From an optimization exercise on the open Yosys and OpenROAD flow, aimed at small area, a short achievable clock period and few clock cycles per item; shortcuts taken in it are not production practice. The RTL was checked by simulation tests, not by an equivalence proof against the original design.

==> flow/design.v (outline; a module is shown in full before it is edited, if it fits) <==
// module chacha_block: 51 lines
// module ks_carry: 23 lines
// module chacha_core: 16 lines
// module mac_csa_step: 2697 lines
// module reduce_mod_poly1305: 15 lines
// module mac_acc_sel: 8 lines
// module mac_acc_add: 15 lines
// module bk_add: 29 lines
// module chacha20_poly1305_core: 155 lines
module chacha20_poly1305_core(
    input  wire clk,
    input  wire reset_n,
    input  wire init,
    input  wire encdec,
    input  wire [255:0] key,
    input  wire [95:0] nonce,
    input  wire [511:0] data_in,
    output reg  ready,
    output reg  valid,
    output reg  tag_ok,
    output wire [511:0] data_out,
    output wire [127:0] tag
);
  // ...
==> flow/flow/run.sh <==
#!/bin/bash
# Layout flow: the standard ORFS flow (standard.sh, unchanged synthesis,
# floorplan, placement, CTS and routing), with its timing repair aiming for
# extra setup slack (SETUP_SLACK_MARGIN) so that the layout reaches a shorter
# clock period than the constraint's.  The full make output goes to
# standard_flow.log; each ORFS step's own log is under orfs/logs/.
set -euo pipefail
MARGIN=15
bash standard.sh SETUP_SLACK_MARGIN=$MARGIN finish > standard_flow.log 2>&1
tail -n 40 standard_flow.log
==> flow/standard.sh <==
#!/bin/bash
# synth_recipe.tcl (not shown) runs the flow's synth.tcl, then flattens the netlist and writes it again
# the make line also repeats each setting of config.mk as NAME=value (left out here)
make -C /OpenROAD-flow-scripts/flow DESIGN_CONFIG=/design/flow/config.mk WORK_HOME=/design/flow/orfs CLKGATE_MAP_FILE= SYNTH_SCRIPT=/design/flow/synth_recipe.tcl "${@:-finish}"
==> flow/config.mk <==
export PLATFORM = sky130hd
export DESIGN_NAME = chacha20_poly1305_core
export DESIGN_NICKNAME = chacha20_poly1305_core
export VERILOG_FILES = /design/flow/design.v
export SDC_FILE = /design/flow/constraint.sdc
export NUM_CORES = 8
export LEC_CHECK = 0
export CAP_MARGIN = 35
export CORE_MARGIN = 2
export CORE_UTILIZATION = 40
export SLEW_MARGIN = 35
==> flow/constraint.sdc <==
create_clock -name core_clock -period 22.0 [get_ports {clk}]
set_input_delay 4.4000 -clock core_clock [delete_from_list [all_inputs] [get_ports {clk}]]
set_output_delay 4.4000 -clock core_clock [all_outputs]
set_load 0.01 [all_outputs]
==> impl_metrics.ini, run 1 <==
[setup_path]
rrSetupSlack_ns = 14.82
critPathCapture = st[306]$_DFFE_PP_
start_kind = flip-flop
path_max_fanout = 6
cp.required_ns = 22.63
path_depth = 22
endpoint_kind = flip-flop

[grt]
grtUsageMet3_pct = 31.1
grt-busiest-layer = met2
antenna_found_initial = 261

[worst_hold_path]
hp-class = reg -> reg
min_from = ready$_DFFE_PN1P_

[sta]
max_slew_margin_pct = 8.77
report.final.setup_viol = 0
fin_crit_ns = 7.18
worst_slack_ns = 14.82
finalClockSkew_ns = 0.110

[cells_and_area]
dominant_cells = multi-input gates
n_all_inverters = 1799
final_common_cell = nand2_1
drive_above_1_share_pct = 11.4
nNonClkBuffers = 2298
finalNetCount = 19820
reg_top3 = st: 512 flops, ms: 138 flops, mc: 137 flops

[clock_tree]
postCtsSetupBuffers = 218
path_clk_slew_ns = 0.06

[yosys]
synth_nets = 18446
synth_enable_flop_cells = 512

[placement]
dp_cells = 20433

[floorplanning]
rows = 207

[status]
status = no timing/DRC/antenna violations

[drt]
wl_per_cell_um = 45.1
viasPerCell = 6.62
Testbench counts, summed over its fixed seeds: cycles 15,112, items 256.
==> module reduce_mod_poly1305, before the edit <==
module reduce_mod_poly1305(
    input  wire [137:0] s,
    input  wire [137:0] c,
    output wire [131:0] y
);
    wire [8:0]   hs = {1'b0, s[137:130]} + {1'b0, c[137:130]};
    wire [11:0]  f  = {1'b0, hs, 2'b00} + {3'b000, hs};        
    wire [129:0] r3 = {118'b0, f};
    wire [129:0] t1 = s[129:0] ^ c[129:0] ^ r3;
    wire [130:0] t2 = {(s[129:0] & c[129:0]) | (s[129:0] & r3) | (c[129:0] & r3), 1'b0};
    wire [130:0] ys;
    wire         yc;
    bk_add #(.N(131)) u_add(.a({1'b0, t1}), .b(t2), .ci(1'b0), .s(ys), .co(yc));
    assign y = {yc, ys};
endmodule
==> module mac_acc_sel, before the edit <==
module mac_acc_sel(
    input  wire [131:0] y,
    output wire         sel
);
    wire [1:0] h = y[131:130];
    wire [4:0] thr = (h == 2'd0) ? 5'd27 : (h == 2'd1) ? 5'd22 : 5'd17;
    assign sel = (&y[129:5]) & (y[4:0] >= thr);
endmodule
==> module mac_acc_add, before the edit <==
module mac_acc_add(
    input  wire [131:0] y,
    input  wire         sel,
    input  wire [127:0] x,
    output wire [129:0] sum
);
    wire [1:0] h = y[131:130];
    wire [2:0] hs  = {1'b0, h} + {2'b00, sel};
    wire [3:0] fix = {hs, 2'b00} + {1'b0, hs};                
    wire [129:0] r2 = {2'b00, x};
    wire [129:0] r3 = {126'b0, fix};
    wire [129:0] t1 = y[129:0] ^ r2 ^ r3;
    wire [129:0] t2 = {(y[128:0] & r2[128:0]) | (y[128:0] & r3[128:0]) | (r2[128:0] & r3[128:0]), 1'b0};
    bk_add #(.N(130)) u_add(.a(t1), .b(t2), .ci(1'b0), .s(sum), .co());
endmodule
==> module chacha20_poly1305_core, before the edit <==
module chacha20_poly1305_core(
    input  wire clk,
    input  wire reset_n,
    input  wire init,
    input  wire encdec,
    input  wire [255:0] key,
    input  wire [95:0] nonce,
    input  wire [511:0] data_in,
    output reg  ready,
    output reg  valid,
    output reg  tag_ok,
    output wire [511:0] data_out,
    output wire [127:0] tag
);
    localparam K = 8;
    localparam W = 130 + K;
    localparam [2:0] S_IDLE = 3'd0, S_RND = 3'd1, S_MUL = 3'd2, S_FIN = 3'd3, S_TAG = 3'd4,
                     S_TAG2 = 3'd5;
    reg [2:0]   state;
    reg [5:0]   cnt;
    reg [511:0] st;
    reg [131:0] acc;
    reg [W-1:0] ms, mc;
    reg [31:0]  ffi, ffd;
    reg         selr;
    wire idle = (state == S_IDLE);
    wire rnd  = (state == S_RND);
    wire mul  = (state == S_MUL);
    wire last = rnd && (cnt == 6'd39);
    wire [511:0] rnd_out;
    chacha_block u_blk(.ph(cnt[1:0]), .st(st), .nx(rnd_out));
    wire [3:0]  t    = cnt[3:0];
    wire        ring = mul && (t >= 4'd3) && (t <= 4'd14);
    wire [3:0]  knext = !mul ? 4'd13 : (t == 4'd0) ? 4'd14 : (t == 4'd1) ? 4'd15 : (t - 4'd2);
    wire [31:0] ffx = (t == 4'd0) ? st[95:64] : (t == 4'd1) ? st[63:32] :
                      (t == 4'd2) ? st[31:0]  : st[511:480];
    wire [31:0] ffy = (ffx + ffi) ^ ffd;
    wire [511:0] init_state;
    wire [31:0]  iw, dw;
    chacha_core u_core(.key(key), .nonce(nonce), .data_in(data_in), .k(knext),
                       .init_state(init_state), .iw(iw), .dw(dw));
    wire [K-1:0] digit = st[127 - K*t -: K];
    wire [W-1:0] step_s, step_c;
    mac_csa_step u_step(.s(ms), .c(mc), .a(acc[129:0]), .d(digit), .so(step_s), .co(step_c));
    wire [131:0] fold_y;
    reduce_mod_poly1305 u_red(.s(ms), .c(mc), .y(fold_y));
    wire tagc = (state == S_TAG) || (state == S_TAG2);
    wire sel_now;
    mac_acc_sel u_asel(.y(acc), .sel(sel_now));
    wire [129:0] acc_sum;
    mac_acc_add u_aadd(.y(acc), .sel(selr & (state != S_TAG)), .x(tagc ? st[255:128] : mc[127:0]),
                       .sum(acc_sum));
    always @(posedge clk or negedge reset_n) begin
        if (!reset_n) begin
            state  <= S_IDLE;
            cnt    <= 6'd0;
            ready  <= 1'b1;
            valid  <= 1'b0;
            tag_ok <= 1'b0;
        end else begin
            valid  <= 1'b0;
            tag_ok <= 1'b0;
            case (state)
                S_IDLE: if (init) begin
                    state <= S_RND;
                    cnt   <= 6'd0;
                    ready <= 1'b0;
                end
                S_RND: begin
                    cnt <= (cnt == 6'd39) ? 6'd0 : cnt + 6'd1;
                    if (cnt == 6'd39) state <= S_MUL;
                end
                S_MUL: begin
                    cnt <= cnt + 6'd1;
                    if (t == 4'd15) state <= S_FIN;
                end
                S_FIN: state <= S_TAG;
                S_TAG: begin
                    if (sel_now)
                        state <= S_TAG2;
                    else begin
                        state  <= S_IDLE;
                        valid  <= 1'b1;
                        tag_ok <= 1'b1;
                        ready  <= 1'b1;
                    end
                end
                S_TAG2: begin
                    state  <= S_IDLE;
                    valid  <= 1'b1;
                    tag_ok <= 1'b1;
                    ready  <= 1'b1;
                end
                default: state <= S_IDLE;
            endcase
        end
    end
    always @(posedge clk or negedge reset_n) begin
        if (!reset_n)
            selr <= 1'b0;
        else if (state == S_TAG)
            selr <= sel_now;
    end
    always @(posedge clk or negedge reset_n) begin
        if (!reset_n)
            acc <= 132'b0;
        else if (rnd && cnt == 6'd0)
            acc <= {2'b00, acc_sum};
        else if (state == S_FIN)
            acc <= fold_y;
    end
    genvar i;
    generate
        for (i = 0; i < 16; i = i + 1) begin : g_st
            always @(posedge clk) begin
                if (rnd) begin
                    if (i == 12)
                        st[511 - 32*i -: 32] <= rnd_out[511 - 32*i -: 32] ^
                                                (data_in[511 - 32*i -: 32] & {32{last}});
                    else
                        st[511 - 32*i -: 32] <= rnd_out[511 - 32*i -: 32];
                end else if (idle)
                    st[511 - 32*i -: 32] <= init_state[511 - 32*i -: 32];
                else if (mul) begin
                    if (i >= 13) begin
                        if (t == i - 13) st[511 - 32*i -: 32] <= ffy;
                    end else if (i == 11) begin
                        if (ring) st[511 - 32*i -: 32] <= ffy;
                    end else if (i < 11) begin
                        if (ring) st[511 - 32*i -: 32] <= st[511 - 32*(i+1) -: 32];
                    end
                end
            end
        end
    endgenerate
    always @(posedge clk) begin
        ffi <= iw;
        ffd <= dw;
    end
    always @(posedge clk) begin
        if (rnd) begin
            ms <= {W{1'b0}};
            mc <= {W{1'b0}};
        end else if (idle) begin
            ms <= step_s;
            mc <= {{(W-128){1'b0}}, data_in[127:0]};
        end else begin
            ms <= step_s;
            mc <= step_c;
            if (tagc) ms[127:0] <= acc_sum[127:0];
        end
    end
    assign data_out = st;
    assign tag = ms[127:0];
endmodule
==> run 2, diff against run 1 <==
--- a/flow/design.v
+++ b/flow/design.v
@@ -2792,39 +2792,32 @@
 module reduce_mod_poly1305(
     input  wire [137:0] s,
     input  wire [137:0] c,
-    output wire [131:0] y
+    output wire [138:0] v
 );
-    wire [8:0]   hs = {1'b0, s[137:130]} + {1'b0, c[137:130]};
-    wire [11:0]  f  = {1'b0, hs, 2'b00} + {3'b000, hs};        
-    wire [129:0] r3 = {118'b0, f};
-    wire [129:0] t1 = s[129:0] ^ c[129:0] ^ r3;
-    wire [130:0] t2 = {(s[129:0] & c[129:0]) | (s[129:0] & r3) | (c[129:0] & r3), 1'b0};
-    wire [130:0] ys;
-    wire         yc;
-    bk_add #(.N(131)) u_add(.a({1'b0, t1}), .b(t2), .ci(1'b0), .s(ys), .co(yc));
-    assign y = {yc, ys};
+    wire [137:0] vs;
+    wire         vc;
+    bk_add #(.N(138)) u_add(.a(s), .b(c), .ci(1'b0), .s(vs), .co(vc));
+    assign v = {vc, vs};
 endmodule
 module mac_acc_sel(
-    input  wire [131:0] y,
+    input  wire [138:0] v,
     output wire         sel
 );
-    wire [1:0] h = y[131:130];
-    wire [4:0] thr = (h == 2'd0) ? 5'd27 : (h == 2'd1) ? 5'd22 : 5'd17;
-    assign sel = (&y[129:5]) & (y[4:0] >= thr);
+    wire [11:0] thr = 12'd4091 - ({1'b0, v[138:130], 2'b00} + {3'b000, v[138:130]});    
+    assign sel = (&v[129:12]) & (v[11:0] >= thr);
 endmodule
 module mac_acc_add(
-    input  wire [131:0] y,
+    input  wire [138:0] v,
     input  wire         sel,
     input  wire [127:0] x,
     output wire [129:0] sum
 );
-    wire [1:0] h = y[131:130];
-    wire [2:0] hs  = {1'b0, h} + {2'b00, sel};
-    wire [3:0] fix = {hs, 2'b00} + {1'b0, hs};                
+    wire [8:0]  vh  = v[138:130];
+    wire [11:0] fix = {1'b0, vh, 2'b00} + {3'b000, vh} + {9'b0, sel, 1'b0, sel};    
     wire [129:0] r2 = {2'b00, x};
-    wire [129:0] r3 = {126'b0, fix};
-    wire [129:0] t1 = y[129:0] ^ r2 ^ r3;
-    wire [129:0] t2 = {(y[128:0] & r2[128:0]) | (y[128:0] & r3[128:0]) | (r2[128:0] & r3[128:0]), 1'b0};
+    wire [129:0] r3 = {118'b0, fix};
+    wire [129:0] t1 = v[129:0] ^ r2 ^ r3;
+    wire [129:0] t2 = {(v[128:0] & r2[128:0]) | (v[128:0] & r3[128:0]) | (r2[128:0] & r3[128:0]), 1'b0};
     bk_add #(.N(130)) u_add(.a(t1), .b(t2), .ci(1'b0), .s(sum), .co());
 endmodule
 module bk_add #(parameter N = 128) (
@@ -2878,7 +2871,7 @@
     reg [2:0]   state;
     reg [5:0]   cnt;
     reg [511:0] st;
-    reg [131:0] acc;
+    reg [138:0] acc;
     reg [W-1:0] ms, mc;
     reg [31:0]  ffi, ffd;
     reg         selr;
@@ -2901,13 +2894,13 @@
     wire [K-1:0] digit = st[127 - K*t -: K];
     wire [W-1:0] step_s, step_c;
     mac_csa_step u_step(.s(ms), .c(mc), .a(acc[129:0]), .d(digit), .so(step_s), .co(step_c));
-    wire [131:0] fold_y;
-    reduce_mod_poly1305 u_red(.s(ms), .c(mc), .y(fold_y));
+    wire [138:0] fold_v;
+    reduce_mod_poly1305 u_red(.s(ms), .c(mc), .v(fold_v));
     wire tagc = (state == S_TAG) || (state == S_TAG2);
     wire sel_now;
-    mac_acc_sel u_asel(.y(acc), .sel(sel_now));
+    mac_acc_sel u_asel(.v(acc), .sel(sel_now));
     wire [129:0] acc_sum;
-    mac_acc_add u_aadd(.y(acc), .sel(selr & (state != S_TAG)), .x(tagc ? st[255:128] : mc[127:0]),
+    mac_acc_add u_aadd(.v(acc), .sel(selr & (state != S_TAG)), .x(tagc ? st[255:128] : mc[127:0]),
                        .sum(acc_sum));
     always @(posedge clk or negedge reset_n) begin
         if (!reset_n) begin
@@ -2962,11 +2955,11 @@
     end
     always @(posedge clk or negedge reset_n) begin
         if (!reset_n)
-            acc <= 132'b0;
+            acc <= 139'b0;
         else if (rnd && cnt == 6'd0)
-            acc <= {2'b00, acc_sum};
+            acc <= {9'b0, acc_sum};
         else if (state == S_FIN)
-            acc <= fold_y;
+            acc <= fold_v;
     end
     genvar i;
     generate
==> flow/flow/run.sh (replaced) <==
#!/bin/bash
# Layout flow: the standard ORFS flow (standard.sh: unchanged synthesis,
# floorplan, placement, CTS and routing) with two changes:
#  - timing repair aims for extra setup slack (SETUP_SLACK_MARGIN), so that the
#    layout reaches a shorter clock period than the constraint's;
#  - the buffers that buffer_ports puts on every input and output port are
#    buf_2 cells instead of the tool's default choice (a 10 um2 delay buffer).
# The full make output goes to standard_flow.log; each ORFS step's own log is
# under orfs/logs/.
set -euo pipefail
MARGIN=15
bash standard.sh "SETUP_SLACK_MARGIN=$MARGIN" \
    "BUFFER_PORTS_ARGS=-buffer_cell sky130_fd_sc_hd__buf_2" finish > standard_flow.log 2>&1
tail -n 40 standard_flow.log
--- a/flow/config.mk
+++ b/flow/config.mk
@@ -7,5 +7,5 @@
 export LEC_CHECK = 0
 export CAP_MARGIN = 35
 export CORE_MARGIN = 2
-export CORE_UTILIZATION = 40
+export CORE_UTILIZATION = 55
 export SLEW_MARGIN = 35
==> impl_metrics.ini, run 2 <==
[placement]
place_congestion = 1.31
dp_hpwl_um = 711000
port_buffers = 1509

[yosys]
synthTopCellsByArea = fa_1 (19%), edfxtp_1 (12%), ha_1 (8.2%)
synth_enable_flop_cells = 512
yosysTopAreaCellShare_pct = 19.4
yosysUniqueCellTypes = 105
async_flop_share_pct = 15.1
syn_avg_cell_area_um2 = 8.42
ys_seq_area_share_pct = 20.6
synthCells = 14997
netlist_area_um2 = 126000
synth_most_common_cell = nand2_1
ys_ff_latch = 1002
synthTopCellsByCount = nand2_1 (2158), inv_1 (1677), fa_1 (1226), a21oi_1 (957), nor2_1 (921)
synth_ff_type = edfxtp_1
ys.warnings.count = 5
synth_area_leader_cell = fa_1
synth_nets = 17915

[floorplanning]
rows = 175
io_pins = 1511
die_y_um = 483
die_x_um = 483
start_util_pct = 55.4

[status]
lastStage = global routing
status = aborted with a tool error
error_line = [ERROR GRT-0116] Global routing finished with congestion. Check the congestion regions in the DRC Viewer.

[clock_tree]
htreeDepth = 4
postCtsHoldBufs = 0
root_buffer = clkbuf_16
numCtsBuffers = 138
clock_sinks = 1002
clockBufferDepth = 3

[grt]
grt_max_degree = 158
-- run 2: worst max path at each step --
| stage | startpoint | end | slack, ns | cells after the start |
|---|---|---|---|---|
| floorplan | cnt[0]$_DFFE_PN0P_ | st[128]$_DFFE_PP_ | 13.65 | 11 |
| global placement | st[310]$_DFFE_PP_ | st[257]$_DFFE_PP_ | 12.56 | 23 |
| CTS | st[295]$_DFFE_PP_ | st[311]$_DFFE_PP_ | 14.89 | 22 |
| detailed placement | st[352]$_DFFE_PP_ | st[347]$_DFFE_PP_ | 12.58 | 27 |
-- run 2: kinds of logic after synthesis --
group / Yosys count / share of synthesized area [%]
adder cells (fa/ha/maj): 2050 / 27.6
buffers and inverters: 2758 / 8.65
multiplexers: 349 / 3.27
AND/OR/NAND/NOR: 4755 / 17.1
flip-flops: 1002 / 20.6
AO/OA/AOI/OAI: 3356 / 17.4
XOR/XNOR: 727 / 5.42
-- run 2: timing repair --
action,CTS
hold endpoints to repair,0
setup endpoints to repair,585
setup buffers,190
resized for setup,519
gates cloned,7
pin swaps,143
-- run 2: through the flow --
stage               setup WS [ns]  instances  hold slack, ns  instance area [µm²]
CTS                         14.89      19218           0.564               146000
detailed placement          12.58      18767           0.550               137000
global placement            12.56      18757           0.536               136000
floorplan                   13.65      14997           0.503               126000
Testbench counts of run 2, summed over its fixed seeds: cycles 15,112, items 256.
==> run 3, diff against run 2 <==
--- a/flow/config.mk
+++ b/flow/config.mk
@@ -7,5 +7,5 @@
 export LEC_CHECK = 0
 export CAP_MARGIN = 35
 export CORE_MARGIN = 2
-export CORE_UTILIZATION = 55
+export CORE_UTILIZATION = 40
 export SLEW_MARGIN = 35
==> impl_metrics.ini, run 3 <==
[worst_hold_path]
hp-class = reg -> reg
min_to = st[235]$_DFFE_PP_
holdPathStages = 2
min_from = st[203]$_DFFE_PP_

[cells_and_area]
final_common_cell = nand2_1
finalNetCount = 19494
reg_top3 = st: 512 flops, acc: 139 flops, ms: 138 flops
area_growth_pct = 24.8
final_core_util_pct = 50.1
drive_above_1_share_pct = 23.2
most-common-layout-cells = nand2_1 (2131), inv_1 (1650), buf_2 (1508)
top_register = st
largest_register_ffs = 512

[grt]
grt_pass1_vias = 127298
grt_pass1_wl_um = 1270000
antenna_found_initial = 370
grt_usage_pct = 61.0
overflow = 0
grt_max_degree = 131

[sta]
fin_crit_ns = 7.65
fin_crit_sh_pct = 34.8
tightest_slew_ns = 1.20
fmax_ghz = 0.131
finalClockSkew_ns = 0.0817
report.final.setup_viol = 0
drv_slew = 0
final.setup.tns_ns = 0
hold_violations = 0
grt_setup_unrepaired = yes
max_slew_margin_pct = 19.9

[drt]
wl_met1_um = 353000
vias = 146528
antenna_left = 0
drtPass1Iterations = 9
post-route-drc-count = 0
dr_wl_met3_um = 190000
viasPerCell = 6.90
dr.first_iter.drc_count = 26943
routed.top_layer = met5
wl_met2_um = 360000
finalWirelength_um = 1010000
wl_per_cell_um = 47.8

[setup_path]
reg2reg_from = st[321]$_DFFE_PP_
slowest_stage = xnor3_4
start_kind = flip-flop
reg2regPathDepth = 30
rrSetupSlack_ns = 14.35
cp.required_ns = 22.77
r2r_end = st[328]$_DFFE_PP_
endpoint_kind = flip-flop
cp_slowest_stage_delay_ns = 0.52
path_max_fanout = 4
critPathKind = reg -> reg
crit_arrival_ns = 8.43

[placement]
place_congestion = 1.16
dp_hpwl_um = 807000
port_buffers = 1509

[floorplanning]
core-area_um2 = 314000
die_y_um = 566
rows = 206
io_pins = 1511
die_area_um2 = 320000
die_x_um = 566
start_util_pct = 40.1

[yosys]
synthTopCellsByCount = nand2_1 (2158), inv_1 (1677), fa_1 (1226), a21oi_1 (957), nor2_1 (921)
synth_nets = 17915
synth_most_common_cell = nand2_1
async_flop_share_pct = 15.1
ys.warnings.count = 5
synth_enable_flop_cells = 512
syn_avg_cell_area_um2 = 8.42
yosysTopAreaCellShare_pct = 19.4
synthCells = 14997
synthTopCellsByArea = fa_1 (19%), edfxtp_1 (12%), ha_1 (8.2%)
ys_ff_latch = 1002
yosysUniqueCellTypes = 105
netlist_area_um2 = 126000
synth_area_leader_cell = fa_1
synth_ff_type = edfxtp_1
ys_seq_area_share_pct = 20.6

[clock_tree]
path_clk_slew_ns = 0.07
htreeDepth = 4
clkLatencyLatePin_ns = 0.99
cts_tree = built
numCtsBuffers = 149
clock_sinks = 1002
clockBufferDepth = 4
root_buffer = clkbuf_16

[status]
status = no timing/DRC/antenna violations

[flow_run]
maxCapViolCount = 0
## run 3: cell counts after synthesis
Identical to the previous run, type by type.
## run 3: metrics by stage
step	instance area [µm²]	std cells	worst slack, ns	hold slack [ns]
after detailed placement	140000	20093	12.11	0.544
after global routing	157000	20970	14.55	0.577
after global placement	139000	20071	12.05	0.534
after CTS	153000	20691	14.73	0.556
final	158000	21246	14.35	0.553
after floorplan	126000	14997	13.65	0.503
## run 3: logic make-up (layout without fill, tap and decap cells)
family / count (synthesis) / after routing / share of synthesized area [%]
adders and majority gates: 2050 / 2050 / 27.6
buffers and inverters: 2758 / 4450 / 8.65
DFF: 1002 / 1002 / 20.6
other: 0 / 396 / 0
AOI/OAI and AO/OA: 3356 / 3356 / 17.4
muxes: 349 / 349 / 3.27
xor gates and xnor gates: 727 / 727 / 5.42
and+or+nand+nor: 4755 / 4756 / 17.1
## run 3: routing by layer
layer	vias to the layer above	global-route usage, %
met3	3977	38.7
li1	54219	-
met2	15552	74.2
met4	138	52.1
met1	72642	72.0
met5	-	8.99
## run 3: worst max path at each step
stage | from | endpoint | slack [ns] | cells after the start
after global routing | st[320]$_DFFE_PP_ | st[328]$_DFFE_PP_ | 14.55 | 32
final | st[321]$_DFFE_PP_ | st[328]$_DFFE_PP_ | 14.35 | 30
after CTS | st[320]$_DFFE_PP_ | st[317]$_DFFE_PP_ | 14.73 | 31
after detailed placement | st[256]$_DFFE_PP_ | st[292]$_DFFE_PP_ | 12.11 | 25
after floorplan | cnt[0]$_DFFE_PN0P_ | st[128]$_DFFE_PP_ | 13.65 | 11
after global placement | st[289]$_DFFE_PP_ | st[299]$_DFFE_PP_ | 12.05 | 26
## run 3: critical path, delay by kind of cell, from the launching register on
family / cells / cell delay (ns)
compound gates: 15 / 3.46
xor+xnor: 2 / 0.70
fa+ha+maj: 2 / 0.75
buf+inv: 7 / 1.48
flops: 1 / 0.41
mux: 1 / 0.19
simple gates: 3 / 0.36
## run 3: area by class of cell
type	instances	area (µm²)
antenna	396	991
multi-input combinational	11238	97200
inverter	1680	6390
clock inverter	73	679
timing repair buffer	2505	16900
fill	30453	157000
sequential	1002	26000
clock buffer	192	4170
tap	4160	5200
## run 3: repair_timing
action	4_1_cts	5_1_grt
buffers inserted	332	153
resized for setup	817	482
cloned	1	3
hold buffers	0	0
setup endpoints to repair	626	412
pin swaps	264	315
==> run 4, diff against run 3 <==
==> flow/flow/run.sh (replaced) <==
#!/bin/bash
# Layout flow: the standard ORFS flow (standard.sh) with these changes:
#  - synthesis: the standard synthesis script, except that Yosys's quick ABC
#    pass before full-adder extraction is skipped (synth -noabc for the fine
#    stage), so that extract_fa finds the carry-save adders' full adders
#    without inverters between them; the registers keep the standard
#    synthesis's names and cell types (rename_regs.py checks both and renames
#    the flip-flops to the standard names, which the standard synthesis run
#    first provides);
#  - timing repair aims for extra setup slack (SETUP_SLACK_MARGIN), so that the
#    layout reaches a shorter clock period than the constraint's;
#  - the buffers that buffer_ports puts on every input and output port are
#    buf_2 cells instead of the tool's default choice (a 10 um2 delay buffer).
# Logs: std_synth.log (standard synthesis), own_synth.log and standard_flow.log
# (make output); each ORFS step's own log is under orfs/logs/.
set -euo pipefail
MARGIN=15
TARGET=${OWN_FLOW_TARGET:-finish}
R=orfs/results/$FLOW_PLATFORM/chacha20_poly1305_core/base
export OWN_FLOW_DIR=$PWD/flow
export OWN_STD_NETLIST=$PWD/std_1_2_yosys.v
ARGS=("SYNTH_SCRIPT=$PWD/flow/synth_noabc.tcl" "SETUP_SLACK_MARGIN=$MARGIN"
      "BUFFER_PORTS_ARGS=-buffer_cell sky130_fd_sc_hd__buf_2")

# 1. the standard synthesis, for the register names
bash standard.sh synth > std_synth.log 2>&1
cp "$R/1_2_yosys.v" "$OWN_STD_NETLIST"
rm -f "$R/1_2_yosys.v" "$R/1_2_yosys.sdc" "$R/1_synth.odb" "$R/1_synth.sdc"

# 2. own synthesis, then the rest of the flow
bash standard.sh "${ARGS[@]}" synth > own_synth.log 2>&1
bash standard.sh "${ARGS[@]}" "$TARGET" > standard_flow.log 2>&1
tail -n 40 standard_flow.log
==> flow/flow/rename_regs.py (new file) <==
#!/usr/bin/env python3
"""rename_regs.py STD_NETLIST NETLIST

Renames the flip-flop instances of NETLIST (in place) to the names that the
standard synthesis (STD_NETLIST) gives the same registers.  Both netlists name
a register bit as <register name>$_<Yosys flip-flop type>_; the register name
part must match one to one, and so must each register's cell type."""
import re
import sys

FF = re.compile(r'^(\s*)(sky130_fd_sc_hd__(?:dfxtp|dfrtp|dfstp|dfrbp|dfbbp|dfbbn|dfsbp|dfxbp|edfxtp|edfxbp|dfrtn|sdf\w*|sedf\w*|dlx\w*|dlr\w*)_\d+)\s+(\S+)(\s*\()', re.M)


def base(name):
    i = name.find('$_')
    return name[:i] if i >= 0 else name


def regs(text):
    out = {}
    for m in FF.finditer(text):
        b = base(m.group(3))
        if b in out:
            sys.exit(f"rename_regs: two registers named {b}")
        out[b] = (m.group(2), m.group(3))
    return out


std = regs(open(sys.argv[1]).read())
text = open(sys.argv[2]).read()
own = regs(text)
if set(std) != set(own):
    sys.exit(f"rename_regs: register sets differ: {sorted(set(std) ^ set(own))[:10]}")
for b, (cell, name) in own.items():
    if std[b][0] != cell:
        sys.exit(f"rename_regs: {b} is {cell} here but {std[b][0]} in the standard synthesis")


def sub(m):
    return f"{m.group(1)}{m.group(2)} {std[base(m.group(3))][1]}{m.group(4)}"


text = FF.sub(sub, text)
open(sys.argv[2], 'w').write(text)
changed = sum(1 for b in own if own[b][1] != std[b][1])
print(f"rename_regs: {len(own)} registers, {changed} renamed")
==> flow/flow/synth_noabc.tcl (new file) <==
proc synth {args} { if {[lsearch -exact $args "fine:"] >= 0} { yosys synth -nofsm -noshare -noabc {*}$args } else { yosys synth -nofsm -noshare {*}$args } }
source $::env(SCRIPTS_DIR)/synth.tcl
# left out here: clear keep_hierarchy, flatten, clean up, hide names made inside functions, write 1_2_yosys.v
# Give each register the name the standard synthesis gives it (the names carry
# Yosys's internal flip-flop type, whose polarity letters can differ here).
exec python3 $::env(OWN_FLOW_DIR)/rename_regs.py $::env(OWN_STD_NETLIST) $::env(RESULTS_DIR)/1_2_yosys.v
==> impl_metrics.ini, run 4 <==
[status]
status = no timing/DRC/antenna violations

[worst_hold_path]
min_from = acc[134]$_DFFE_PN0P_
min_to = acc[134]$_DFFE_PN0P_
hp-class = reg -> reg
holdPathStages = 2

[floorplanning]
io_pins = 1511
core-area_um2 = 297000
die_y_um = 550
rows = 200
start_util_pct = 40.2
die_x_um = 550
die_area_um2 = 302000

[drt]
drtPass1Iterations = 15
antenna_left = 0
dr.first_iter.drc_count = 24790
post-route-drc-count = 0
finalWirelength_um = 912000
vias = 131956
wl_per_cell_um = 48.3
viasPerCell = 6.99

[yosys]
synth_nets = 15870
yosysUniqueCellTypes = 125
synth_most_common_cell = nand2_1
synth-adder-area-share_pct = 29.3
ys_ff_latch = 1002
synthCells = 12954
synth_area_leader_cell = fa_1
syn_avg_cell_area_um2 = 9.19
synthMuxAreaShare_pct = 3.74
ys.warnings.count = 5
synthTopCellsByCount = nand2_1 (1894), fa_1 (1226), and2_1 (1088), a21oi_1 (896), o21ai_0 (844)
synth_ff_type = edfxtp_1
synth-xor-area-share_pct = 5.75
synth_top_family_by_area = adder cells
ys_seq_area_share_pct = 21.8
synth_compound_area_share_pct = 18.5
netlist_area_um2 = 119000
async_flop_share_pct = 15.1
yosys.area_share.simple_pct = 17.1
yosysTopAreaCellShare_pct = 20.6
synth_enable_flop_cells = 512
synthTopCellsByArea = fa_1 (21%), edfxtp_1 (13%), ha_1 (8.6%)

[setup_path]
path_max_fanout = 6
critPathKind = reg -> reg
reg2regPathDepth = 21
cp.required_ns = 22.60
cp_slowest_stage_delay_ns = 0.77
r2r_end = st[261]$_DFFE_PP_
endpoint_kind = flip-flop
rrSetupSlack_ns = 14.74
crit_arrival_ns = 7.86
cp_cell_sequence = ha_1 -> o21ai_0 -> o21ai_2 -> and2_1 -> nand2_1 -> nand2_1 -> xor2_2 -> xor2_1 -> mux2i_1 -> inv_1 -> ha_1 -> o21a_1 -> o32ai_4 -> or3_4 -> a311oi_4 -> a21o_1 -> a21oi_1 -> xor2_1 -> buf_4 -> xor2_4 -> a211oi_4
slowest_stage = mux2i_1
reg2reg_from = st[290]$_DFFE_PP_
start_kind = flip-flop

[cells_and_area]
most-common-layout-cells = nand2_1 (1882), buf_2 (1511), fa_1 (1218)
final_common_cell = nand2_1
finalNetCount = 17380
final_core_util_pct = 49.0
area_growth_pct = 22.1
top_register = st
largest_register_ffs = 512
stdcell_area_um2 = 145000
reg_top3 = st: 512 flops, acc: 139 flops, ms: 138 flops
drive_above_1_share_pct = 22.8
instances_no_fill = 18872

[grt]
grt_usage_pct = 58.2
overflow = 0
antenna_found_initial = 363
grt_pass1_wl_um = 1160000
grt_max_degree = 157
grt_pass1_vias = 117107

[placement]
dp_slack_ns = 12.90
dpl_cell_area_um2 = 133000
dp_cells = 17956
place_congestion = 1.16
port_buffers = 1509
dp_hpwl_um = 716000

[clock_tree]
postCtsHoldBufs = 0
numCtsBuffers = 150
clkLatencyLatePin_ns = 0.95
clock_sinks = 1002
cts_tree = built
path_clk_slew_ns = 0.06
htreeDepth = 4
clockBufferDepth = 4
root_buffer = clkbuf_16

[sta]
grt_setup_unrepaired = yes
report.final.setup_viol = 0
final.setup.tns_ns = 0
finalClockSkew_ns = 0.0674
fin_crit_ns = 7.26
worst_slack_ns = 14.74
hold_violations = 0
fin_crit_sh_pct = 33.0
tightest_slew_ns = 1.24
max_slew_margin_pct = 15.2
drv_slew = 0
fmax_ghz = 0.138

[flow_run]
maxCapViolCount = 0
[run 4: changes by cell type in the layout (fill, tap and decap cells not counted), moves of 83 or more]
cell / change
and2_1: +1020
nand2_1: -249
inv_1: -1507
nand3_1: -159
nor2_1: -137
buf_6: -83
o21ai_0: +257
a221oi_1: +191
buf_4: -125
a31oi_1: -87
nor2b_1: -733
o22ai_1: -132
[run 4: per-stage QoR]
stage	hold slack, ns
6_report	0.571
3_5_place_dp	0.559
3_3_place_gp	0.550
4_1_cts	0.569
2_1_floorplan	0.493
5_1_grt	0.588
[run 4: critical path, delay by kind of cell, from the launching register on]
kind	cells	cell delay, ns
xor+xnor	4	1.46
compound gates	8	1.44
fa+ha+maj	2	1.08
simple gates	4	0.84
mux	1	0.77
buf+inv	2	0.70
flops	1	0.58
[run 4: how the worst max path moves through the flow]
stage | slack (ns) | cells past startpoint | end | startpoint
after floorplan | 13.61 | 12 | st[128]$_DFFE_PP_ | cnt[0]$_DFFE_PN0P_
after global placement | 12.73 | 24 | st[328]$_DFFE_PP_ | st[320]$_DFFE_PP_
after detailed placement | 12.90 | 25 | st[296]$_DFFE_PP_ | st[288]$_DFFE_PP_
after CTS | 14.93 | 27 | st[261]$_DFFE_PP_ | st[384]$_DFFE_PP_
after global routing | 14.92 | 29 | st[320]$_DFFE_PP_ | st[288]$_DFFE_PP_
final | 14.74 | 21 | st[261]$_DFFE_PP_ | st[290]$_DFFE_PP_
[run 4: routing by layer]
metal	wire (µm)	up-vias	GRT usage, %
li1	-	49296	-
met1	309000	65330	66.4
met2	337000	13474	73.4
met3	155000	3730	33.5
met4	108000	126	56.5
met5	2700	-	6.55
[run 4: cell type report]
class	instances	area, µm²
Timing Repair inverter	1	8.76
Multi-Input combinational cell	10890	93700
Sequential cell	1002	26000
Clock inverter	55	589
Tap cell	3939	4930
Fill cell	28885	151000
Clock buffer	211	4340
Timing Repair Buffer	2261	14300
Antenna cell	355	888
Inverter	158	637
[run 4: cells by family (layout without fill, tap and decap cells)]
group,after synthesis,after routing
xor+xnor,743,743
flops,1002,1002
buf+inv,1064,2686
compound gates,3375,3375
simple gates,4347,4349
mux,375,375
other cells,0,355
fa+ha+maj,2048,2048
[run 4: what timing repair did]
action | in CTS | in global routing
cloned | 5 | 3
setup buffers | 140 | 140
endpoints found under the setup margin | 604 | 351
pin swaps | 77 | 139
gates resized for setup | 404 | 275
==> run 5, diff against run 4 <==
--- a/flow/flow/run.sh
+++ b/flow/flow/run.sh
@@ -14,7 +14,7 @@
 # Logs: std_synth.log (standard synthesis), own_synth.log and standard_flow.log
 # (make output); each ORFS step's own log is under orfs/logs/.
 set -euo pipefail
-MARGIN=15
+MARGIN=15.3
 TARGET=${OWN_FLOW_TARGET:-finish}
 R=orfs/results/$FLOW_PLATFORM/chacha20_poly1305_core/base
 export OWN_FLOW_DIR=$PWD/flow
==> impl_metrics.ini, run 5 <==
[clock_tree]
root_buffer = clkbuf_16
cts_tree = built
path_clk_slew_ns = 0.06
clockBufferDepth = 4
postCtsHoldBufs = 0
clkLatencyLatePin_ns = 0.99
htreeDepth = 4
clock_sinks = 1002
numCtsBuffers = 150

[sta]
final.setup.tns_ns = 0
fin_crit_sh_pct = 31.7
drv_slew = 0
hold_violations = 0
tightest_slew_ns = 1.25
grt_setup_unrepaired = yes
finalClockSkew_ns = 0.118
fin_crit_ns = 6.97
worst_hold_slack_ns = 0.561
report.final.setup_viol = 0
max_slew_margin_pct = 15.5
fmax_ghz = 0.143
worst_slack_ns = 15.03

[drt]
drtPass1Iterations = 14
vias = 132252
viasPerCell = 6.96
post-route-drc-count = 0
antenna_left = 0
dr.first_iter.drc_count = 24434
finalWirelength_um = 917000
wl_per_cell_um = 48.3

[grt]
grt_max_degree = 162
grt_pass1_vias = 117556
overflow = 0
antenna_found_initial = 343
grt_usage_pct = 58.6
grt_pass1_wl_um = 1160000

[placement]
dpl_cell_area_um2 = 133000
dp_slack_ns = 12.56
place_congestion = 1.14
port_buffers = 1509
dp_hpwl_um = 720000

[yosys]
synthCells = 12954
synth_area_leader_cell = fa_1
ys.warnings.count = 5
yosysUniqueCellTypes = 125
synth_most_common_cell = nand2_1
ys_seq_area_share_pct = 21.8
synth_ff_type = edfxtp_1
yosysTopAreaCellShare_pct = 20.6
synthTopCellsByArea = fa_1 (21%), edfxtp_1 (13%), ha_1 (8.6%)
synth_enable_flop_cells = 512
syn_avg_cell_area_um2 = 9.19
ys_ff_latch = 1002
netlist_area_um2 = 119000
synthTopCellsByCount = nand2_1 (1894), fa_1 (1226), and2_1 (1088), a21oi_1 (896), o21ai_0 (844)
async_flop_share_pct = 15.1
synth_nets = 15870

[setup_path]
cp_top_family = compound AO/OA/AOI/OAI gates
endpoint_kind = flip-flop
cp.required_ns = 22.80
cp_slowest_stage_delay_ns = 0.55
rrSetupSlack_ns = 15.03
slowest_stage = edfxtp_1
path_depth = 28
path_max_fanout = 4
critPathCapture = st[350]$_DFFE_PP_
path_buf_inv = 3
reg2reg_from = st[288]$_DFFE_PP_
crit_arrival_ns = 7.77
reg2regPathDepth = 28
start_kind = flip-flop
r2r_end = st[350]$_DFFE_PP_
cpMostUsedCell = buf_4
critPathKind = reg -> reg
cp-startpoint = st[288]$_DFFE_PP_

[cells_and_area]
stdcell_area_um2 = 148000
largest_register_ffs = 512
most-common-layout-cells = nand2_1 (1875), buf_2 (1510), fa_1 (1207)
final_common_cell = nand2_1
reg_top3 = st: 512 flops, acc: 139 flops, ms: 138 flops
final_core_util_pct = 49.9
drive_above_1_share_pct = 24.7
area_growth_pct = 24.3
finalNetCount = 17474
top_register = st

[floorplanning]
core-area_um2 = 297000
die_y_um = 550
start_util_pct = 40.2
io_pins = 1511
die_area_um2 = 302000
die_x_um = 550
rows = 200

[flow_run]
maxCapViolCount = 0

[worst_hold_path]
hp-class = reg -> reg

[status]
status = no timing/DRC/antenna violations
## run 5: cell types whose count changed in the layout (fill, tap and decap cells not counted), sizes merged
cell and delta:
buf +97, diode +36, clkbuf -17, clkinv +17, inv -5, bufinv +4
clkinvlp +3, nand2b -2, a21oi +1, bufbuf -1
## run 5: worst min-delay path: cells and delay by family, from the launching register on
kind	cells	cell delay [ns]
flops	1	0.38
simple gates	1	0.07
compound gates	1	0.07
## run 5: cells by family after synthesis
family / Yosys count / synth area share, %
xor gates and xnor gates: 743 / 5.75
adders and majority gates: 2048 / 29.3
buffers and inverters: 1064 / 3.86
DFF: 1002 / 21.8
muxes: 375 / 3.74
and+or+nand+nor: 4347 / 17.1
AOI/OAI and AO/OA: 3375 / 18.5
## run 5: area by class of cell
cell class	instances	area, µm²
clock buffer	195	4120
antenna	391	978
sequential	1002	26000
inverter	158	669
timing repair buffer	2356	15200
multi-input combinational	10889	95300
timing repair inverter	1	11.3
clock inverter	74	800
tap	3939	4930
fill	28658	149000
## run 5: how the worst min path moves through the flow
| stage | from | end | slack, ns | cells after the start |
|---|---|---|---|---|
| floorplan | ms[137]$_SDFF_PP0_ | acc[138]$_DFFE_PN0P_ | 0.49 | 2 |
| global placement | st[305]$_DFFE_PP_ | st[337]$_DFFE_PP_ | 0.54 | 2 |
| detailed placement | acc[135]$_DFFE_PN0P_ | acc[135]$_DFFE_PN0P_ | 0.55 | 2 |
| CTS | acc[135]$_DFFE_PN0P_ | acc[135]$_DFFE_PN0P_ | 0.57 | 2 |
| global route | ready$_DFFE_PN1P_ | ready$_DFFE_PN1P_ | 0.59 | 1 |
| finish | acc[135]$_DFFE_PN0P_ | acc[135]$_DFFE_PN0P_ | 0.56 | 2 |
## run 5: metal layers
| metal | GRT usage [%] | up-vias | wire length (µm) |
|---|---|---|---|
| met2 | 73.4 | 13175 | 338000 |
| met3 | 34.5 | 3788 | 155000 |
| li1 | - | 49475 | - |
| met1 | 66.3 | 65700 | 310000 |
| met5 | 6.11 | - | 2520 |
| met4 | 58.5 | 114 | 112000 |
## run 5: stage by stage
stage / cells
floorplan: 12954
detailed placement: 17934
global route: 18839
global placement: 17918
CTS: 18457
finish: 19005
## run 5: what timing repair did
item	4_1_cts	5_1_grt
buffers inserted	251	146
endpoints found under the setup margin	631	437
gates cloned	3	2
pin swaps	157	216
gates resized for setup	582	426
==> module chacha_block, before the edit <==
module chacha_block(
    input  wire [1:0]   ph,
    input  wire [511:0] st,
    output wire [511:0] nx
);
    function [31:0] rotl16(input [31:0] x); rotl16 = {x[15:0], x[31:16]}; endfunction
    function [31:0] rotl12(input [31:0] x); rotl12 = {x[19:0], x[31:20]}; endfunction
    function [31:0] rotl8 (input [31:0] x); rotl8  = {x[23:0], x[31:24]}; endfunction
    function [31:0] rotl7 (input [31:0] x); rotl7  = {x[24:0], x[31:25]}; endfunction
    wire [31:0] a [0:3];
    wire [31:0] b [0:3];
    wire [31:0] c [0:3];
    wire [31:0] d [0:3];
    wire [31:0] a1 [0:3];
    wire [31:0] d1 [0:3];
    wire [31:0] c1 [0:3];
    wire [31:0] u  [0:3];
    wire [31:0] p1 [0:3];
    wire [31:0] k1 [0:3];
    wire [31:0] t1 [0:3];
    wire [31:0] p2 [0:3];
    wire [31:0] k2 [0:3];
    genvar j;
    generate
        for (j = 0; j < 4; j = j + 1) begin : g_unit
            assign a[j] = st[511 - 32*j      -: 32];
            assign b[j] = st[511 - 32*(4+j)  -: 32];
            assign c[j] = st[511 - 32*(8+j)  -: 32];
            assign d[j] = st[511 - 32*(12+j) -: 32];
            ks_carry u_k1(.a(a[j]), .b(b[j]), .c(k1[j]));
            assign p1[j] = a[j] ^ b[j];
            assign a1[j] = p1[j] ^ k1[j];
            assign t1[j] = (d[j] ^ p1[j]) ^ k1[j];
            assign d1[j] = ph[0] ? rotl8(t1[j]) : rotl16(t1[j]);
            ks_carry u_k2(.a(c[j]), .b(d1[j]), .c(k2[j]));
            assign p2[j] = c[j] ^ d1[j];
            assign c1[j] = p2[j] ^ k2[j];
            assign u[j]  = (b[j] ^ p2[j]) ^ k2[j];
        end
        for (j = 0; j < 4; j = j + 1) begin : g_wb
            assign nx[511 - 32*j -: 32] = a1[j];
            assign nx[511 - 32*(4+j) -: 32] =
                (ph == 2'd0 || ph == 2'd2) ? rotl12(u[j]) :
                (ph == 2'd1) ? rotl7(u[(j+1)%4]) : rotl7(u[(j+3)%4]);
            assign nx[511 - 32*(8+j) -: 32] = ph[0] ? c1[(j+2)%4] : c1[j];
            assign nx[511 - 32*(12+j) -: 32] =
                (ph == 2'd0 || ph == 2'd2) ? d1[j] :
                (ph == 2'd1) ? d1[(j+3)%4] : d1[(j+1)%4];
        end
    endgenerate
endmodule
==> run 6, diff against run 5 <==
--- a/flow/design.v
+++ b/flow/design.v
@@ -39,14 +39,10 @@
             assign u[j]  = (b[j] ^ p2[j]) ^ k2[j];
         end
         for (j = 0; j < 4; j = j + 1) begin : g_wb
-            assign nx[511 - 32*j -: 32] = a1[j];
-            assign nx[511 - 32*(4+j) -: 32] =
-                (ph == 2'd0 || ph == 2'd2) ? rotl12(u[j]) :
-                (ph == 2'd1) ? rotl7(u[(j+1)%4]) : rotl7(u[(j+3)%4]);
-            assign nx[511 - 32*(8+j) -: 32] = ph[0] ? c1[(j+2)%4] : c1[j];
-            assign nx[511 - 32*(12+j) -: 32] =
-                (ph == 2'd0 || ph == 2'd2) ? d1[j] :
-                (ph == 2'd1) ? d1[(j+3)%4] : d1[(j+1)%4];
+            assign nx[511 - 32*j -: 32] = (ph == 2'd3) ? a1[(j+2)%4] : a1[j];
+            assign nx[511 - 32*(4+j) -: 32] = ph[0] ? rotl7(u[(j+1)%4]) : rotl12(u[j]);
+            assign nx[511 - 32*(8+j) -: 32] = (ph == 2'd1) ? c1[(j+2)%4] : c1[j];
+            assign nx[511 - 32*(12+j) -: 32] = ph[0] ? d1[(j+3)%4] : d1[j];
         end
     endgenerate
 endmodule
--- a/flow/flow/run.sh
+++ b/flow/flow/run.sh
@@ -14,7 +14,7 @@
 # Logs: std_synth.log (standard synthesis), own_synth.log and standard_flow.log
 # (make output); each ORFS step's own log is under orfs/logs/.
 set -euo pipefail
-MARGIN=15.3
+MARGIN=15
 TARGET=${OWN_FLOW_TARGET:-finish}
 R=orfs/results/$FLOW_PLATFORM/chacha20_poly1305_core/base
 export OWN_FLOW_DIR=$PWD/flow
==> impl_metrics.ini, run 6 <==
[clock_tree]
path_clk_slew_ns = 0.07
clkLatencyLatePin_ns = 0.93
numCtsBuffers = 148
cts_tree = built
postCtsHoldBufs = 0
root_buffer = clkbuf_16
clock_sinks = 1002
clockBufferDepth = 4
htreeDepth = 4

[drt]
post-route-drc-count = 0
antenna_left = 0
finalWirelength_um = 983000
dr.first_iter.drc_count = 26138
wl_per_cell_um = 52.3
vias = 135133
viasPerCell = 7.19
drtPass1Iterations = 14

[setup_path]
cp_top_family = compound AO/OA/AOI/OAI gates
cp_slowest_stage_delay_ns = 0.50
crit_arrival_ns = 8.20
critPathKind = reg -> reg
reg2reg_from = st[365]$_DFFE_PP_
cp-startpoint = st[365]$_DFFE_PP_
start_kind = flip-flop
cp.required_ns = 22.62
path_max_fanout = 5
slowest_stage = o41a_1
path_buf_inv = 4
endpoint_kind = flip-flop

[cells_and_area]
area_growth_pct = 25.3
multiInputGateArea_um2 = 92600
instances_no_fill = 18784
final_common_cell = nand2_1
nFillCells = 27523
most-common-layout-cells = nand2_1 (1547), buf_2 (1515), fa_1 (1215)
top_register = st
final-seq-area_um2 = 26000
finalNetCount = 17063
reg_top3 = st: 512 flops, acc: 139 flops, ms: 138 flops
drive_above_1_share_pct = 24.4
largest_register_ffs = 512

[floorplanning]
io_pins = 1511
rows = 198
start_util_pct = 40.2
die_area_um2 = 296000
core-area_um2 = 291000
die_y_um = 544
die_x_um = 544

[yosys]
netlist_area_um2 = 117000
yosys.area_share.simple_pct = 17.2
yosysTopAreaCellShare_pct = 21.0
ys_ff_latch = 1002
yosysUniqueCellTypes = 110
synth_nets = 15393
synth_ff_type = edfxtp_1
async_flop_share_pct = 15.1
ys.warnings.count = 5
syn_avg_cell_area_um2 = 9.35
synth_enable_flop_cells = 512
synth_most_common_cell = nand2_1
synthTopCellsByArea = fa_1 (21%), edfxtp_1 (13%), ha_1 (8.8%)
ys_seq_area_share_pct = 22.2
synth_area_leader_cell = fa_1
synthTopCellsByCount = nand2_1 (1564), fa_1 (1226), and2_1 (1096), nor2_1 (885), a21oi_1 (876)
synthCells = 12478
synth-xor-area-share_pct = 5.71
synth_compound_area_share_pct = 18.2
synth_top_family_by_area = adder cells
synthMuxAreaShare_pct = 3.17
synth-adder-area-share_pct = 29.8

[placement]
dp_hpwl_um = 785000
place_congestion = 1.17
dp_slack_ns = 11.77
dp_cells = 17551
port_buffers = 1509

[sta]
max_slew_margin_pct = -23.6
grt_setup_unrepaired = yes
tightest_slew_ns = 1.84
fmax_ghz = 0.132
report.final.setup_viol = 0
finalClockSkew_ns = 0.0645
worst_slack_ns = 14.43
hold_violations = 0
fin_crit_sh_pct = 34.4
drv_slew = 13
fin_crit_ns = 7.57
final.setup.tns_ns = 0

[grt]
grt_usage_pct = 64.3
grt_pass1_vias = 118387
overflow = 0
antenna_found_initial = 341
grt_pass1_wl_um = 1230000
grt_max_degree = 139

[status]
status = finished with violations
so.violations = capacitance limit, slew limit

[worst_hold_path]
min_from = st[150]$_DFFE_PP_
hp-class = reg -> reg

[flow_run]
maxCapViolCount = 2
-- run 6: cell types whose count changed in the layout (fill, tap and decap cells not counted), sizes merged, moves of 92 or more --
| cell | change |
|---|---|
| o221ai | -112 |
| diode | +230 |
| nor2 | +108 |
| nand2 | -332 |
| a211oi | -92 |
| a221oi | -100 |
| a221o | +143 |
-- run 6: final cells by class --
class                           count  share of cell area (%)
Antenna cell                      621                    1.06
Sequential cell                  1002                    17.7
Timing Repair Buffer             2374                    10.7
Clock inverter                     70                   0.637
Inverter                          130                   0.368
Clock buffer                      195                    2.83
Tap cell                         3900                    3.34
Multi-Input combinational cell  10492                    63.4
-- run 6: cells by family (layout without fill, tap and decap cells) --
group	Yosys count	after routing
AND/OR/NAND/NOR	4205	4205
other	0	621
adder cells (fa/ha/maj)	2047	2047
XOR/XNOR	736	736
AO/OA/AOI/OAI	3196	3196
flip-flops	1002	1002
buffers and inverters	984	2769
multiplexers	308	308
-- run 6: worst paths after layout --
path | to | slack (ns) | cells after the start
max | st[261]$_DFFE_PP_ | 14.43 | 28
min in group asynchronous | acc[72]$_DFFE_PN0P_ | 3.53 | 1
min | st[182]$_DFFE_PP_ | 0.56 | 2
max reg2reg | st[261]$_DFFE_PP_ | 14.43 | 28
min reg2reg | st[182]$_DFFE_PP_ | 0.56 | 2
max in group asynchronous | acc[131]$_DFFE_PN0P_ | 17.05 | 2
-- run 6: through the flow --
step | area, µm² | utilization [%] | hold slack (ns)
2_1_floorplan | 117000 | - | 0.495
3_3_place_gp | 130000 | 44.7 | 0.539
3_5_place_dp | 131000 | 45.2 | 0.548
4_1_cts | 142000 | 48.7 | 0.560
5_1_grt | 145000 | 50.1 | 0.578
6_report | 146000 | 50.3 | 0.556
-- run 6: what timing repair did --
item                                    4_1_cts  5_1_grt
pin swaps                                   168      164
setup buffers                               196      126
endpoints found under the setup margin      625      402
resized for setup                           625      308
gates cloned                                  1        0
-- run 6: tightest hold or removal path: stages, from the launching register on --
cell      delay (ns)
edfxtp_1        0.35
nand2_1         0.07
o21ai_0         0.07
-- run 6: layer usage --
layer	global-route usage (%)	routed length [µm]	vias up
met5	5.89	1280	-
met4	69.3	134000	72
met3	38.8	167000	4405
met2	82.7	366000	15114
met1	68.1	314000	67162
li1	-	-	48380
Testbench counts of run 6, summed over its fixed seeds: cycles 15,112, items 256.
==> run 7, diff against run 6 <==
--- a/flow/design.v
+++ b/flow/design.v
@@ -2785,16 +2785,6 @@
   assign co[137] = 1'b0;
 endmodule
 `timescale 1ns/1ps
-module reduce_mod_poly1305(
-    input  wire [137:0] s,
-    input  wire [137:0] c,
-    output wire [138:0] v
-);
-    wire [137:0] vs;
-    wire         vc;
-    bk_add #(.N(138)) u_add(.a(s), .b(c), .ci(1'b0), .s(vs), .co(vc));
-    assign v = {vc, vs};
-endmodule
 module mac_acc_sel(
     input  wire [138:0] v,
     output wire         sel
@@ -2802,11 +2792,14 @@
     wire [11:0] thr = 12'd4091 - ({1'b0, v[138:130], 2'b00} + {3'b000, v[138:130]});    
     assign sel = (&v[129:12]) & (v[11:0] >= thr);
 endmodule
-module mac_acc_add(
+module reduce_mod_poly1305(
+    input  wire [137:0] s,
+    input  wire [137:0] c,
     input  wire [138:0] v,
     input  wire         sel,
     input  wire [127:0] x,
-    output wire [129:0] sum
+    input  wire         fin,
+    output wire [138:0] y
 );
     wire [8:0]  vh  = v[138:130];
     wire [11:0] fix = {1'b0, vh, 2'b00} + {3'b000, vh} + {9'b0, sel, 1'b0, sel};    
@@ -2814,7 +2807,11 @@
     wire [129:0] r3 = {118'b0, fix};
     wire [129:0] t1 = v[129:0] ^ r2 ^ r3;
     wire [129:0] t2 = {(v[128:0] & r2[128:0]) | (v[128:0] & r3[128:0]) | (r2[128:0] & r3[128:0]), 1'b0};
-    bk_add #(.N(130)) u_add(.a(t1), .b(t2), .ci(1'b0), .s(sum), .co());
+    wire [137:0] ys;
+    wire         yc;
+    bk_add #(.N(138)) u_add(.a(fin ? s : {8'b0, t1}), .b(fin ? c : {8'b0, t2}), .ci(1'b0),
+                            .s(ys), .co(yc));
+    assign y = {yc, ys};
 endmodule
 module bk_add #(parameter N = 128) (
     input  wire [N-1:0] a,
@@ -2890,14 +2887,13 @@
     wire [K-1:0] digit = st[127 - K*t -: K];
     wire [W-1:0] step_s, step_c;
     mac_csa_step u_step(.s(ms), .c(mc), .a(acc[129:0]), .d(digit), .so(step_s), .co(step_c));
-    wire [138:0] fold_v;
-    reduce_mod_poly1305 u_red(.s(ms), .c(mc), .v(fold_v));
     wire tagc = (state == S_TAG) || (state == S_TAG2);
     wire sel_now;
     mac_acc_sel u_asel(.v(acc), .sel(sel_now));
-    wire [129:0] acc_sum;
-    mac_acc_add u_aadd(.v(acc), .sel(selr & (state != S_TAG)), .x(tagc ? st[255:128] : mc[127:0]),
-                       .sum(acc_sum));
+    wire [138:0] ared;
+    reduce_mod_poly1305 u_red(.s(ms), .c(mc), .v(acc), .sel(selr & (state != S_TAG)),
+                              .x(tagc ? st[255:128] : mc[127:0]), .fin(state == S_FIN), .y(ared));
+    wire [129:0] acc_sum = ared[129:0];
     always @(posedge clk or negedge reset_n) begin
         if (!reset_n) begin
             state  <= S_IDLE;
@@ -2955,7 +2951,7 @@
         else if (rnd && cnt == 6'd0)
             acc <= {9'b0, acc_sum};
         else if (state == S_FIN)
-            acc <= fold_v;
+            acc <= ared;
     end
     genvar i;
     generate
==> impl_metrics.ini, run 7 <==
[status]
status = finished with violations
so.violations = capacitance limit, slew limit

[grt]
grt_pass1_vias = 116421
grt_pass1_wl_um = 1190000
grt_usage_pct = 63.4
overflow = 0
antenna_found_initial = 341
grt_max_degree = 155

[setup_path]
reg2regPathDepth = 30
start_kind = flip-flop
crit_arrival_ns = 8.51
cp_top_family = compound AO/OA/AOI/OAI gates
endpoint_kind = flip-flop
cp.required_ns = 22.65
path_depth = 30
reg2reg_from = st[321]$_DFFE_PP_
path_buf_inv = 5
cp-startpoint = st[321]$_DFFE_PP_
rrSetupSlack_ns = 14.14
cp_slowest_stage_delay_ns = 0.68
r2r_end = st[156]$_DFFE_PP_
path_max_fanout = 6
critPathCapture = st[156]$_DFFE_PP_
critPathKind = reg -> reg
slowest_stage = mux2i_2

[clock_tree]
numCtsBuffers = 148
cts_tree = built
clkLatencyLatePin_ns = 0.94
postCtsHoldBufs = 0
root_buffer = clkbuf_16
path_clk_slew_ns = 0.06
clock_sinks = 1002
htreeDepth = 4
clockBufferDepth = 4

[floorplanning]
die_x_um = 538
rows = 196
die_y_um = 538
io_pins = 1511
core-area_um2 = 284000
start_util_pct = 40.1
die_area_um2 = 289000

[cells_and_area]
instances_no_fill = 18922
finalNetCount = 17256
final_common_cell = nand2_1
area_growth_pct = 26.4
largest_register_ffs = 512
stdcell_area_um2 = 144000
top_register = st
most-common-layout-cells = nand2_1 (2670), buf_2 (1515), fa_1 (1145)
nFillCells = 27472
drive_above_1_share_pct = 24.8
reg_top3 = st: 512 flops, acc: 139 flops, ms: 138 flops

[sta]
fin_crit_ns = 7.86
tightest_slew_ns = 1.59
report.final.setup_viol = 0
hold_violations = 0
drv_slew = 3
worst_hold_slack_ns = 0.487
fin_crit_sh_pct = 35.7
finalClockSkew_ns = 0.0601
max_slew_margin_pct = -6.73
fmax_ghz = 0.127
final.setup.tns_ns = 0
grt_setup_unrepaired = yes

[yosys]
synth_nets = 15612
yosysTopAreaCellShare_pct = 20.4
synthTopCellsByArea = fa_1 (20%), edfxtp_1 (13%), nand2_1 (8.9%)
synth_area_leader_cell = fa_1
ys.warnings.count = 4
netlist_area_um2 = 114000
synth_ff_type = edfxtp_1
syn_avg_cell_area_um2 = 8.85
ys_ff_latch = 1002
synthTopCellsByCount = nand2_1 (2694), fa_1 (1162), and2_1 (1140), a21oi_1 (879), nor2_1 (767)
synth_most_common_cell = nand2_1
synthCells = 12886
async_flop_share_pct = 15.1
ys_seq_area_share_pct = 22.7
yosysUniqueCellTypes = 113
synth_enable_flop_cells = 512

[drt]
viasPerCell = 6.98
dr.first_iter.drc_count = 24037
antenna_left = 0
finalWirelength_um = 941000
vias = 132020
drtPass1Iterations = 13
wl_per_cell_um = 49.7
post-route-drc-count = 0

[placement]
dp_cells = 17701
dpl_cell_area_um2 = 128000
place_congestion = 1.18
port_buffers = 1509
dp_hpwl_um = 739000

[worst_hold_path]
min_from = selr$_DFFE_PN0P_
hp-class = reg -> reg

[flow_run]
maxCapViolCount = 1
-- run 7: cell types whose count changed in the layout (fill, tap and decap cells not counted), moves of 98 or more --
cell,delta
a22o_1,-126
a31oi_1,+98
diode_2,-104
ha_1,-121
nand2_1,+1123
nand3_1,+110
nor2_1,-121
o21ai_0,-263
-- run 7: metrics by stage --
step / utilization (%) / worst slack [ns]
after floorplan: - / 13.54
after global placement: 44.5 / 10.86
after detailed placement: 44.8 / 11.65
after CTS: 48.9 / 14.61
after global routing: 50.4 / 14.35
final: 50.7 / 14.14
-- run 7: cell type report --
| class | count | area, µm² | area share, % |
|---|---|---|---|
| Multi-Input combinational cell | 10858 | 91100 | 63.2 |
| Sequential cell | 1002 | 26000 | 18.0 |
| Timing Repair Buffer | 2398 | 15800 | 11.0 |
| Tap cell | 3762 | 4710 | 3.26 |
| Clock buffer | 194 | 4060 | 2.81 |
| Antenna cell | 517 | 1290 | 0.897 |
| Clock inverter | 69 | 778 | 0.540 |
| Inverter | 122 | 479 | 0.332 |
-- run 7: repair_timing --
item / 4_1_cts / 5_1_grt
gates cloned: 4 / 0
endpoints found under the setup margin: 640 / 372
pin swaps: 282 / 233
buffers inserted: 290 / 125
gates resized for setup: 777 / 404
-- run 7: worst min path at each step --
stage | to | slack [ns] | cells after the start
floorplan | acc[135]$_DFFE_PN0P_ | 0.48 | 2
global placement | ready$_DFFE_PN1P_ | 0.51 | 1
detailed placement | ready$_DFFE_PN1P_ | 0.50 | 1
CTS | ready$_DFFE_PN1P_ | 0.51 | 1
global route | ready$_DFFE_PN1P_ | 0.53 | 1
finish | selr$_DFFE_PN0P_ | 0.49 | 2
-- run 7: cells by family after synthesis --
kind of cell             Yosys count  synth area share (%)
buffers and inverters           1030                  3.83
AO/OA/AOI/OAI                   2803                  16.2
flip-flops                      1002                  22.7
XOR/XNOR                         675                  5.31
AND/OR/NAND/NOR                 5240                  20.9
multiplexers                     278                  2.97
adder cells (fa/ha/maj)         1858                  28.0
-- run 7: tightest hold or removal path, delay by kind of cell (launching register included) --
family           cells  cell delay [ns]
AND/OR/NAND/NOR      1             0.06
flip-flops           1             0.32
AO/OA/AOI/OAI        1             0.07
-- run 7: per-layer routing --
layer  track usage [%]  share of wire, %
met3              43.1                17
met1              65.4                32
met5              6.40              0.20
met2              81.7                38
met4              64.4                13
Testbench counts of run 7, summed over its fixed seeds: cycles 15,112, items 256.

## port drivers added, routing unchanged
In the flow no input, the clock included, has a driving cell. The finished layouts below were timed again as built, in two steps. Step 1 assumes that a clkbuf_16 drives the clock port and a buf_2 every other input. Step 2, shift: input delay + t, output delay - t, t = (earliest + latest rising clock arrival at the registers) / 2. This alone moves slack from input paths to output paths. Three values: ideal, step 1, step 2; two values: the first two.
run | t (ns) | slack for setup (ns) | worst hold slack (ns) | latest minus earliest clock arrival (ns)
run 1 | 1.046 | 14.816 / 14.697 / 14.591 | 0.538 / 0.538 / 0.538 | 0.113 / 0.113
run 3 | 1.062 | 14.346 / 14.346 / 14.346 | 0.553 / 0.553 / 0.553 | 0.081 / 0.081
run 4 | 1.043 | 14.739 / 14.739 / 14.739 | 0.571 / 0.571 / 0.571 | 0.067 / 0.067
run 5 | 1.034 | 15.028 / 15.028 / 14.870 | 0.561 / 0.561 / 0.561 | 0.121 / 0.121
run 6 | 1.024 | 14.426 / 14.426 / 14.426 | 0.556 / 0.556 / 0.556 | 0.065 / 0.065
run 7 | 1.036 | 14.145 / 14.145 / 14.145 | 0.487 / 0.487 / 0.487 | 0.063 / 0.063
The setup slack of run 1, which loses most, moves by -0.119 ns with the drivers and by -0.225 ns with both steps.
